From an optimization exercise on the open Yosys and OpenROAD flow, aimed at small area and a short achievable clock period; shortcuts taken in it are not production practice.
Function not checked in this run: the RTL went through the layout flow alone.
Power is estimated from default activity; no workload was simulated.

**design/flow/flow/run.sh**
```bash
#!/bin/bash
# Own flow: the standard layout (standard.sh), with the ports buffered by
# the smallest buffer rather than the one buffer_ports picks by itself.
set -euo pipefail
bash standard.sh "BUFFER_PORTS_ARGS=-buffer_cell sky130_fd_sc_hd__buf_1" finish > standard_make.log 2>&1
```
**design/flow/standard.sh**
```bash
#!/bin/bash
# synth_recipe.tcl (not shown) runs the flow's synth.tcl, then flattens the netlist and writes it again
# the make line also repeats each setting of config.mk as NAME=value (left out here)
make -C /OpenROAD-flow-scripts/flow DESIGN_CONFIG=/design/flow/config.mk WORK_HOME=/design/flow/orfs CLKGATE_MAP_FILE= SYNTH_SCRIPT=/design/flow/synth_recipe.tcl "${@:-finish}"
```
**design/flow/config.mk**
```make
export PLATFORM = sky130hd
export DESIGN_NAME = alu_reg
export DESIGN_NICKNAME = alu_reg
export VERILOG_FILES = /design/flow/design.v
export SDC_FILE = /design/flow/constraint.sdc
export NUM_CORES = 8
export LEC_CHECK = 0
export CAP_MARGIN = 20
export CORE_MARGIN = 2
export CORE_UTILIZATION = 40
export SETUP_SLACK_MARGIN = 2.6
export SLEW_MARGIN = 20
export SYNTH_HIERARCHICAL = 1
```
**design/flow/constraint.sdc**
```tcl
create_clock -name core_clock -period 4.5 [get_ports {clk}]
set_input_delay 0.9000 -clock core_clock [delete_from_list [all_inputs] [get_ports {clk}]]
set_output_delay 0.9000 -clock core_clock [all_outputs]
set_load 0.01 [all_outputs]
```
**design/flow/design.v**
```verilog
module ALU_mux2i
( input s, a1, a0,
  output y
);
  assign y = ~(s ? a1 : a0);
endmodule
module ALU_ctl
( input  [2:0] op,
  output y1, y0, w1, w0, cin
);
  reg [3:0] t;
  always @(*)
    case (op)            
      3'b000: t = 4'b0011;
      3'b001: t = 4'b1001;
      3'b010: t = 4'b0110;
      3'b011: t = 4'b0010;
      3'b100: t = 4'b1011;
      3'b101: t = 4'b0011;
      3'b110: t = 4'b1100;
      default: t = 4'b1010;
    endcase
  assign {y1, y0, w1, w0} = t;
  assign cin = (op == 3'b010) | (op == 3'b101);
endmodule
module ALU_bit
( input  a, b, y1, y0, w1, w0,
  output p, yn
);
  wire wn;
  ALU_mux2i my (.s(b), .a1(y1), .a0(y0), .y(yn));
  ALU_mux2i mw (.s(b), .a1(w1), .a0(w0), .y(wn));
  ALU_mux2i mp (.s(a), .a1(wn), .a0(yn), .y(p));
endmodule
module ALU_grp3c
( input  [2:0] p, yn, input ci,
  output [2:0] u,
  output con
);
  wire [2:0] g = ~p & ~yn;
  wire [3:0] c;
  assign c[0] = ci;
  assign c[1] = (g[0]) | (ci & p[0]);
  assign c[2] = (g[0] & p[1]) | (g[1]) | (ci & p[0] & p[1]);
  assign c[3] = (g[0] & p[1] & p[2]) | (g[1] & p[2]) | (g[2]) | (ci & p[0] & p[1] & p[2]);
  assign u = p[2:0] ^ c[2:0];
  assign con = ~c[3];
endmodule
module ALU_grp3
( input  [2:0] p, yn,
  output [2:1] u,
  output con
);
  wire [2:0] g = ~p & ~yn;
  wire [3:0] c;
  assign c[0] = 1'b0;
  assign c[1] = (g[0]);
  assign c[2] = (g[0] & p[1]) | (g[1]);
  assign c[3] = (g[0] & p[1] & p[2]) | (g[1] & p[2]) | (g[2]);
  assign u = p[2:1] ^ c[2:1];
  assign con = ~c[3];
endmodule
module ALU_grp2
( input  [1:0] p, yn,
  output [1:1] u,
  output con
);
  wire [1:0] g = ~p & ~yn;
  wire [2:0] c;
  assign c[0] = 1'b0;
  assign c[1] = (g[0]);
  assign c[2] = (g[0] & p[1]) | (g[1]);
  assign u = p[1:1] ^ c[1:1];
  assign con = ~c[2];
endmodule
module ALU_alln3
( input  [2:0] u,
  output qn
);
  assign qn = ~&u;
endmodule
module ALU_dot000
( input  gh, qh, gl,
  output g
);
  wire G = ~gh | (~qh & ~gl);
  assign g = G;
endmodule
module ALU_dot000q0
( input  gh, qh, gl, ql,
  output g, q
);
  wire G = ~gh | (~qh & ~gl);
  assign g = G;
  assign q = (~qh & ~ql);
endmodule
module ALU_dot111
( input  gh, qh, gl,
  output g
);
  wire G = gh | (qh & gl);
  assign g = ~G;
endmodule
module ALU_dot111q1
( input  gh, qh, gl, ql,
  output g, q
);
  wire G = gh | (qh & gl);
  assign g = ~G;
  assign q = ~(qh & ql);
endmodule
module ALU_dot110
( input  gh, qh, gl,
  output g
);
  wire G = gh | (qh & ~gl);
  assign g = ~G;
endmodule
module ALU_dot001
( input  gh, qh, gl,
  output g
);
  wire G = ~gh | (~qh & gl);
  assign g = G;
endmodule
module ALU_inc3n
( input  [2:0] u,
  input  ci,
  output [2:0] y
);
  wire c = ~ci;
  assign y[0] = u[0] ^ c;
  assign y[1] = u[1] ^ (c & (&u[0:0]));
  assign y[2] = u[2] ^ (c & (&u[1:0]));
endmodule
module ALU_inc3
( input  [2:0] u,
  input  ci,
  output [2:0] y
);
  wire c = ci;
  assign y[0] = u[0] ^ c;
  assign y[1] = u[1] ^ (c & (&u[0:0]));
  assign y[2] = u[2] ^ (c & (&u[1:0]));
endmodule
module ALU_inc2n
( input  [1:0] u,
  input  ci,
  output [1:0] y
);
  wire c = ~ci;
  assign y[0] = u[0] ^ c;
  assign y[1] = u[1] ^ (c & (&u[0:0]));
endmodule
module alu_reg
( input         clk,
  input  [2:0]  Op_code,
  input  [31:0] A, B,
  output [31:0] Y
);
  wire [1:0] y1, y0, w1, w0, cin;
  wire [31:0] p, yn, u_c, y_c;
  wire [9:0] gn_c;
  ALU_ctl ctl0 (.op(Op_code), .y1(y1[0]), .y0(y0[0]), .w1(w1[0]), .w0(w0[0]), .cin(cin[0]));
  ALU_ctl ctl1 (.op(Op_code), .y1(y1[1]), .y0(y0[1]), .w1(w1[1]), .w0(w0[1]), .cin(cin[1]));
  ALU_bit b0 (.a(A[0]), .b(B[0]), .y1(y1[0]), .y0(y0[0]), .w1(w1[0]), .w0(w0[0]), .p(p[0]), .yn(yn[0]));
  ALU_bit b1 (.a(A[1]), .b(B[1]), .y1(y1[0]), .y0(y0[0]), .w1(w1[0]), .w0(w0[0]), .p(p[1]), .yn(yn[1]));
  ALU_bit b2 (.a(A[2]), .b(B[2]), .y1(y1[0]), .y0(y0[0]), .w1(w1[0]), .w0(w0[0]), .p(p[2]), .yn(yn[2]));
  ALU_bit b3 (.a(A[3]), .b(B[3]), .y1(y1[0]), .y0(y0[0]), .w1(w1[0]), .w0(w0[0]), .p(p[3]), .yn(yn[3]));
  ALU_bit b4 (.a(A[4]), .b(B[4]), .y1(y1[0]), .y0(y0[0]), .w1(w1[0]), .w0(w0[0]), .p(p[4]), .yn(yn[4]));
  ALU_bit b5 (.a(A[5]), .b(B[5]), .y1(y1[0]), .y0(y0[0]), .w1(w1[0]), .w0(w0[0]), .p(p[5]), .yn(yn[5]));
  ALU_bit b6 (.a(A[6]), .b(B[6]), .y1(y1[0]), .y0(y0[0]), .w1(w1[0]), .w0(w0[0]), .p(p[6]), .yn(yn[6]));
  ALU_bit b7 (.a(A[7]), .b(B[7]), .y1(y1[0]), .y0(y0[0]), .w1(w1[0]), .w0(w0[0]), .p(p[7]), .yn(yn[7]));
  ALU_bit b8 (.a(A[8]), .b(B[8]), .y1(y1[0]), .y0(y0[0]), .w1(w1[0]), .w0(w0[0]), .p(p[8]), .yn(yn[8]));
  ALU_bit b9 (.a(A[9]), .b(B[9]), .y1(y1[0]), .y0(y0[0]), .w1(w1[0]), .w0(w0[0]), .p(p[9]), .yn(yn[9]));
  ALU_bit b10 (.a(A[10]), .b(B[10]), .y1(y1[0]), .y0(y0[0]), .w1(w1[0]), .w0(w0[0]), .p(p[10]), .yn(yn[10]));
  ALU_bit b11 (.a(A[11]), .b(B[11]), .y1(y1[0]), .y0(y0[0]), .w1(w1[0]), .w0(w0[0]), .p(p[11]), .yn(yn[11]));
  ALU_bit b12 (.a(A[12]), .b(B[12]), .y1(y1[0]), .y0(y0[0]), .w1(w1[0]), .w0(w0[0]), .p(p[12]), .yn(yn[12]));
  ALU_bit b13 (.a(A[13]), .b(B[13]), .y1(y1[0]), .y0(y0[0]), .w1(w1[0]), .w0(w0[0]), .p(p[13]), .yn(yn[13]));
  ALU_bit b14 (.a(A[14]), .b(B[14]), .y1(y1[0]), .y0(y0[0]), .w1(w1[0]), .w0(w0[0]), .p(p[14]), .yn(yn[14]));
  ALU_bit b15 (.a(A[15]), .b(B[15]), .y1(y1[0]), .y0(y0[0]), .w1(w1[0]), .w0(w0[0]), .p(p[15]), .yn(yn[15]));
  ALU_bit b16 (.a(A[16]), .b(B[16]), .y1(y1[1]), .y0(y0[1]), .w1(w1[1]), .w0(w0[1]), .p(p[16]), .yn(yn[16]));
  ALU_bit b17 (.a(A[17]), .b(B[17]), .y1(y1[1]), .y0(y0[1]), .w1(w1[1]), .w0(w0[1]), .p(p[17]), .yn(yn[17]));
  ALU_bit b18 (.a(A[18]), .b(B[18]), .y1(y1[1]), .y0(y0[1]), .w1(w1[1]), .w0(w0[1]), .p(p[18]), .yn(yn[18]));
  ALU_bit b19 (.a(A[19]), .b(B[19]), .y1(y1[1]), .y0(y0[1]), .w1(w1[1]), .w0(w0[1]), .p(p[19]), .yn(yn[19]));
  ALU_bit b20 (.a(A[20]), .b(B[20]), .y1(y1[1]), .y0(y0[1]), .w1(w1[1]), .w0(w0[1]), .p(p[20]), .yn(yn[20]));
  ALU_bit b21 (.a(A[21]), .b(B[21]), .y1(y1[1]), .y0(y0[1]), .w1(w1[1]), .w0(w0[1]), .p(p[21]), .yn(yn[21]));
  ALU_bit b22 (.a(A[22]), .b(B[22]), .y1(y1[1]), .y0(y0[1]), .w1(w1[1]), .w0(w0[1]), .p(p[22]), .yn(yn[22]));
  ALU_bit b23 (.a(A[23]), .b(B[23]), .y1(y1[1]), .y0(y0[1]), .w1(w1[1]), .w0(w0[1]), .p(p[23]), .yn(yn[23]));
  ALU_bit b24 (.a(A[24]), .b(B[24]), .y1(y1[1]), .y0(y0[1]), .w1(w1[1]), .w0(w0[1]), .p(p[24]), .yn(yn[24]));
  ALU_bit b25 (.a(A[25]), .b(B[25]), .y1(y1[1]), .y0(y0[1]), .w1(w1[1]), .w0(w0[1]), .p(p[25]), .yn(yn[25]));
  ALU_bit b26 (.a(A[26]), .b(B[26]), .y1(y1[1]), .y0(y0[1]), .w1(w1[1]), .w0(w0[1]), .p(p[26]), .yn(yn[26]));
  ALU_bit b27 (.a(A[27]), .b(B[27]), .y1(y1[1]), .y0(y0[1]), .w1(w1[1]), .w0(w0[1]), .p(p[27]), .yn(yn[27]));
  ALU_bit b28 (.a(A[28]), .b(B[28]), .y1(y1[1]), .y0(y0[1]), .w1(w1[1]), .w0(w0[1]), .p(p[28]), .yn(yn[28]));
  ALU_bit b29 (.a(A[29]), .b(B[29]), .y1(y1[1]), .y0(y0[1]), .w1(w1[1]), .w0(w0[1]), .p(p[29]), .yn(yn[29]));
  ALU_bit b30 (.a(A[30]), .b(B[30]), .y1(y1[1]), .y0(y0[1]), .w1(w1[1]), .w0(w0[1]), .p(p[30]), .yn(yn[30]));
  ALU_bit b31 (.a(A[31]), .b(B[31]), .y1(y1[1]), .y0(y0[1]), .w1(w1[1]), .w0(w0[1]), .p(p[31]), .yn(yn[31]));
  ALU_grp3c s0 (.p(p[2:0]), .yn(yn[2:0]), .ci(cin[0]), .u(u_c[2:0]), .con(gn_c[0]));
  assign u_c[3] = p[3];
  ALU_grp3 s1 (.p(p[5:3]), .yn(yn[5:3]), .u(u_c[5:4]), .con(gn_c[1]));
  assign u_c[6] = p[6];
  ALU_grp3 s2 (.p(p[8:6]), .yn(yn[8:6]), .u(u_c[8:7]), .con(gn_c[2]));
  assign u_c[9] = p[9];
  ALU_grp3 s3 (.p(p[11:9]), .yn(yn[11:9]), .u(u_c[11:10]), .con(gn_c[3]));
  assign u_c[12] = p[12];
  ALU_grp3 s4 (.p(p[14:12]), .yn(yn[14:12]), .u(u_c[14:13]), .con(gn_c[4]));
  assign u_c[15] = p[15];
  ALU_grp3 s5 (.p(p[17:15]), .yn(yn[17:15]), .u(u_c[17:16]), .con(gn_c[5]));
  assign u_c[18] = p[18];
  ALU_grp3 s6 (.p(p[20:18]), .yn(yn[20:18]), .u(u_c[20:19]), .con(gn_c[6]));
  assign u_c[21] = p[21];
  ALU_grp3 s7 (.p(p[23:21]), .yn(yn[23:21]), .u(u_c[23:22]), .con(gn_c[7]));
  assign u_c[24] = p[24];
  ALU_grp3 s8 (.p(p[26:24]), .yn(yn[26:24]), .u(u_c[26:25]), .con(gn_c[8]));
  assign u_c[27] = p[27];
  ALU_grp3 s9 (.p(p[29:27]), .yn(yn[29:27]), .u(u_c[29:28]), .con(gn_c[9]));
  assign u_c[30] = p[30];
  ALU_grp2 s10 (.p(p[31:30]), .yn(yn[31:30]), .u(u_c[31:31]), .con());
  assign y_c[2:0] = u_r[2:0];
  reg  [31:0] u_r, y_r;
  reg  [9:0] gn_r;
  wire qn1;
  wire qn2;
  wire qn3;
  wire qn4;
  wire qn5;
  wire qn6;
  wire qn7;
  wire qn8;
  wire qn9;
  wire pg1;
  wire pg2;
  wire pq3;
  wire pg4;
  wire pq5;
  wire pg6;
  wire pq7;
  wire pg8;
  wire pq9;
  wire pg10;
  wire pg11;
  wire pq12;
  wire pg13;
  wire pg14;
  wire pg15;
  wire pg16;
  wire pg17;
  wire pg18;
  wire pg19;
  ALU_alln3 a1 (.u(u_r[5:3]), .qn(qn1));
  ALU_alln3 a2 (.u(u_r[8:6]), .qn(qn2));
  ALU_alln3 a3 (.u(u_r[11:9]), .qn(qn3));
  ALU_alln3 a4 (.u(u_r[14:12]), .qn(qn4));
  ALU_alln3 a5 (.u(u_r[17:15]), .qn(qn5));
  ALU_alln3 a6 (.u(u_r[20:18]), .qn(qn6));
  ALU_alln3 a7 (.u(u_r[23:21]), .qn(qn7));
  ALU_alln3 a8 (.u(u_r[26:24]), .qn(qn8));
  ALU_alln3 a9 (.u(u_r[29:27]), .qn(qn9));
  ALU_dot000 d1 (.gh(gn_r[1]), .qh(qn1), .gl(gn_r[0]), .g(pg1));
  ALU_dot000q0 d3 (.gh(gn_r[3]), .qh(qn3), .gl(gn_r[2]), .ql(qn2), .g(pg2), .q(pq3));
  ALU_dot000q0 d5 (.gh(gn_r[5]), .qh(qn5), .gl(gn_r[4]), .ql(qn4), .g(pg4), .q(pq5));
  ALU_dot000q0 d7 (.gh(gn_r[7]), .qh(qn7), .gl(gn_r[6]), .ql(qn6), .g(pg6), .q(pq7));
  ALU_dot000q0 d9 (.gh(gn_r[9]), .qh(qn9), .gl(gn_r[8]), .ql(qn8), .g(pg8), .q(pq9));
  ALU_dot111 d10 (.gh(pg2), .qh(pq3), .gl(pg1), .g(pg10));
  ALU_dot111q1 d12 (.gh(pg6), .qh(pq7), .gl(pg4), .ql(pq5), .g(pg11), .q(pq12));
  ALU_dot000 d13 (.gh(pg11), .qh(pq12), .gl(pg10), .g(pg13));
  ALU_dot110 d14 (.gh(pg4), .qh(pq5), .gl(pg10), .g(pg14));
  ALU_dot111 d15 (.gh(pg8), .qh(pq9), .gl(pg13), .g(pg15));
  ALU_dot001 d16 (.gh(gn_r[2]), .qh(qn2), .gl(pg1), .g(pg16));
  ALU_dot000 d17 (.gh(gn_r[4]), .qh(qn4), .gl(pg10), .g(pg17));
  ALU_dot000 d18 (.gh(gn_r[6]), .qh(qn6), .gl(pg14), .g(pg18));
  ALU_dot001 d19 (.gh(gn_r[8]), .qh(qn8), .gl(pg13), .g(pg19));
  ALU_inc3n i1 (.u(u_r[5:3]), .ci(gn_r[0]), .y(y_c[5:3]));
  ALU_inc3 i2 (.u(u_r[8:6]), .ci(pg1), .y(y_c[8:6]));
  ALU_inc3 i3 (.u(u_r[11:9]), .ci(pg16), .y(y_c[11:9]));
  ALU_inc3n i4 (.u(u_r[14:12]), .ci(pg10), .y(y_c[14:12]));
  ALU_inc3 i5 (.u(u_r[17:15]), .ci(pg17), .y(y_c[17:15]));
  ALU_inc3n i6 (.u(u_r[20:18]), .ci(pg14), .y(y_c[20:18]));
  ALU_inc3 i7 (.u(u_r[23:21]), .ci(pg18), .y(y_c[23:21]));
  ALU_inc3 i8 (.u(u_r[26:24]), .ci(pg13), .y(y_c[26:24]));
  ALU_inc3 i9 (.u(u_r[29:27]), .ci(pg19), .y(y_c[29:27]));
  ALU_inc2n i10 (.u(u_r[31:30]), .ci(pg15), .y(y_c[31:30]));
  always @(posedge clk) begin
    u_r  <= u_c;
    gn_r <= gn_c;
    y_r  <= y_c;
  end
  assign Y = y_r;
endmodule
```
==> flow_metrics.tcl <==
set metrics [dict create \
    outcome "no timing/DRC/antenna violations" \
    final.fill_count 822 \
    die_width_um 103 \
    timing.critical_path.from_type "input pin" \
    rrSetupSlack_ns 2.80 \
    finalSetupViolations 0 \
    drt-vias-per-instance 4.89 \
    power.share.switching 0.317 \
    timing.critical_path.to_type "register" \
    post-place-ws_ns 1.37 \
    seqPwrFrac 0.401 \
    critPathMaxFanout 8 \
    global_placer_s_final_weighted_congestion 0.857 \
    met2RoutedLength_um 4720 \
    number_of_warnings_issued_by_yosys 8 \
    floorplan.rows 36 \
    fin_crit_ns 2.32 \
    fin_nets 624 \
    power.combinational.fraction 0.343 \
    core_area_um2 9680 \
    power.density_cell_area_nw_per_um2 385 \
    area_growth_syn_to_layout_pct 49.4 \
    grt_max_degree 17 \
    drt-total-wl_um 9470 \
    worst_clock_skew_ns 0.00865 \
    antenna_violations_before_repair 0 \
    drv.max_cap_violation_count 0 \
    fmaxAchievable_ghz 0.432 \
    rr_worst_depth 8 \
    crit_type "in2reg" \
    worst_path_largest_cell_delay_ns 0.40 \
    crit_path_frequent_cell "buf_12" \
    crit_path_top_delay_cell "or3b_4" \
    tritoncts_clock_tree "built" \
    p_int_mw 1.55 \
    drt_pre_antenna_iters 4 \
    wirelength_met1_um 3970 \
    multi_input_area_um2 2910 \
    clk_transition_reported_paths_ns 0.08 \
    cts-root-to-sink-buffers 2 \
    cts_hold_buf 0 \
    dp_hpwl_um 6190 \
    antenna_violating_nets_post_route 0 \
    drc_errors 0 \
    rsz0062_at_grt "yes" \
    final.period_utilization 0.514 \
    cts_sinks 74 \
    dr_total_vias 3297 \
    grt_usage 0.177 \
    crit_chain "buf_12 > nor2b_4 > xnor2_4 > buf_12 > buf_6 > mux2i_4 > mux2i_2 > or3b_4 > a221oi_2" \
    die_boundary_height_um 103 \
    fin_tns_setup_ns 0 \
    grt_overflow 0 \
    final_layout_size_suffix_gt1_frac 0.366 \
    dieArea_um2 10700 \
    report.final.hold_viol_count 0 \
    count_of_input_and_output_buffers 99 \
    layout.cells.most_common_list "buf_1, dfxtp_1, mux2i_1" \
    worst_skew_pair.late_latency_ns 0.35 \
    hold_path_startpoint "u_r[0]$_DFF_P_" \
    r2r-start "u_r[6]$_DFF_P_" \
    fin_ws_ns 2.18 \
    worstMarginPinSlew_ns 0.624 \
    synthesized_nets 452 \
    diodes 0 \
    min_path_type "reg2reg" \
    boundaryPins 100 \
    clock_network_fraction_of_total_power 0.256 \
    hold_end "y_r[0]$_DFF_P_" \
    design_power_total_mw 2.27 \
    reg2reg_to "y_r[22]$_DFF_P_" \
    slew_violations 0 \
    numCtsBuffers 9 \
    crit_required_ns 4.77 \
    irDropWorstVdd_mv 0.217 \
    syn_area_um2 3960 \
    wl_per_cell_um 14.0 \
    combined_flip_flop_and_latch_cell_area_um2 1480 \
    drt_first_iter_violations 43 \
    arrival_time_worst_endpoint_ns 2.58 \
    avgSynthCellArea_um2 10.9 \
    via_count_of_the_first_global_routing_pass 3231 \
    most_frequent_standard_cell_in_the_layout_excluding_fill_and_tap_cells "buf_1" \
    initial_utilization 0.408 \
    switching_power_mw 0.720 \
    clk_root_buffer_cell "clkbuf_8" \
    total_leakage_power_nw 2.45 \
    synthCells 364 \
    timing.hold.worst_path_depth 0 \
    worst_slew_margin_rel 0.584 \
    met3_length_um 597 \
    htree_num_levels 3 \
    grt_first_pass_wirelength_um 14500 \
    maxUsedRoutingLayer "met4" \
]
## critical path, delay by kind of cell
kind,cells,cell delay (ns)
AOI/OAI and AO/OA,1,0.21
xor gates and xnor gates,1,0.27
buffers and inverters,3,0.41
muxes,2,0.25
and+or+nand+nor,2,0.54
## power by group through the flow
stage | Combinational (mW) | Sequential, mW | Clock [mW]
6_report | 0.780 | 0.911 | 0.582
5_1_grt | 0.861 | 0.934 | 0.634
4_1_cts | 0.707 | 0.912 | 0.602
3_5_place_dp | 0.593 | 0.927 | 0
3_3_place_gp | 0.587 | 0.922 | 0
2_1_floorplan | 0.355 | 0.972 | 0
## layout make-up
class | count | share of cell area
well taps | 133 | 0.0282
repair buffers | 161 | 0.176
flip-flops and latches | 74 | 0.251
inverters | 20 | 0.0140
multi-input cells | 270 | 0.492
clock buffers | 10 | 0.0233
clock inverters | 6 | 0.0150
## routing by layer
metal | global-route usage | vias up
met5 | 0 | -
met4 | 0.0678 | 0
met2 | 0.308 | 91
met3 | 0.0544 | 12
li1 | - | 1659
met1 | 0.204 | 1535
## worst max-delay path by stage
stage                    start               to  slack, ns  depth (start not counted)
detailed placement  Op_code[2]  u_r[20]$_DFF_P_       1.37                          7
global placement    Op_code[1]   u_r[2]$_DFF_P_       1.41                          9
global route        Op_code[0]   u_r[2]$_DFF_P_       2.11                         10
finish              Op_code[0]   u_r[8]$_DFF_P_       2.18                          9
floorplan           Op_code[2]  u_r[17]$_DFF_P_       2.02                          6
CTS                 Op_code[2]  u_r[26]$_DFF_P_       2.23                          9
## per-stage QoR
stage,std cells,utilization,hold WS (ns),area (um2)
final,674,0.610,0.341,5910
after global routing,674,0.610,0.358,5910
after CTS,656,0.570,0.346,5520
after detailed placement,596,0.479,0.315,4640
after global placement,596,0.479,0.315,4640
after floorplan,364,-,0.310,4100
## timing repair
item	CTS	global route
setup endpoints to repair	50	38
resized for setup	44	50
cloned	2	0
buffers inserted	42	18
pin swaps	14	16
## state kept, by name (all words and copies together), names as in the netlist
| register | flops |
|---|---|
| y_r | 32 |
| u_r | 32 |
| gn_r | 10 |

## separate check: timing with driven ports
How much do the figures lean on ideal ports? The routed layout below was timed once more, with nothing changed but the port constraints.
Step 1 sets driving cells, clkbuf_16 on the clock port and buf_2 on the other inputs (assumed; they add their load-dependent delay and slew).
Step 2, shift: input delay + t, output delay - t, t = (earliest + latest rising clock arrival at the registers) / 2. This alone moves slack from input paths to output paths.
a / b / c = ideal ports / drivers / drivers and shift; a / b = the first two.
t, ns: 0.376
setup slack, ns: 2.185 / 2.153 / 1.777
clock arrival spread, ns: 0.008 / 0.009
After both steps setup and hold are still met in this run. The setup slack of this run moves by -0.032 ns with the drivers and by -0.408 ns with both steps.
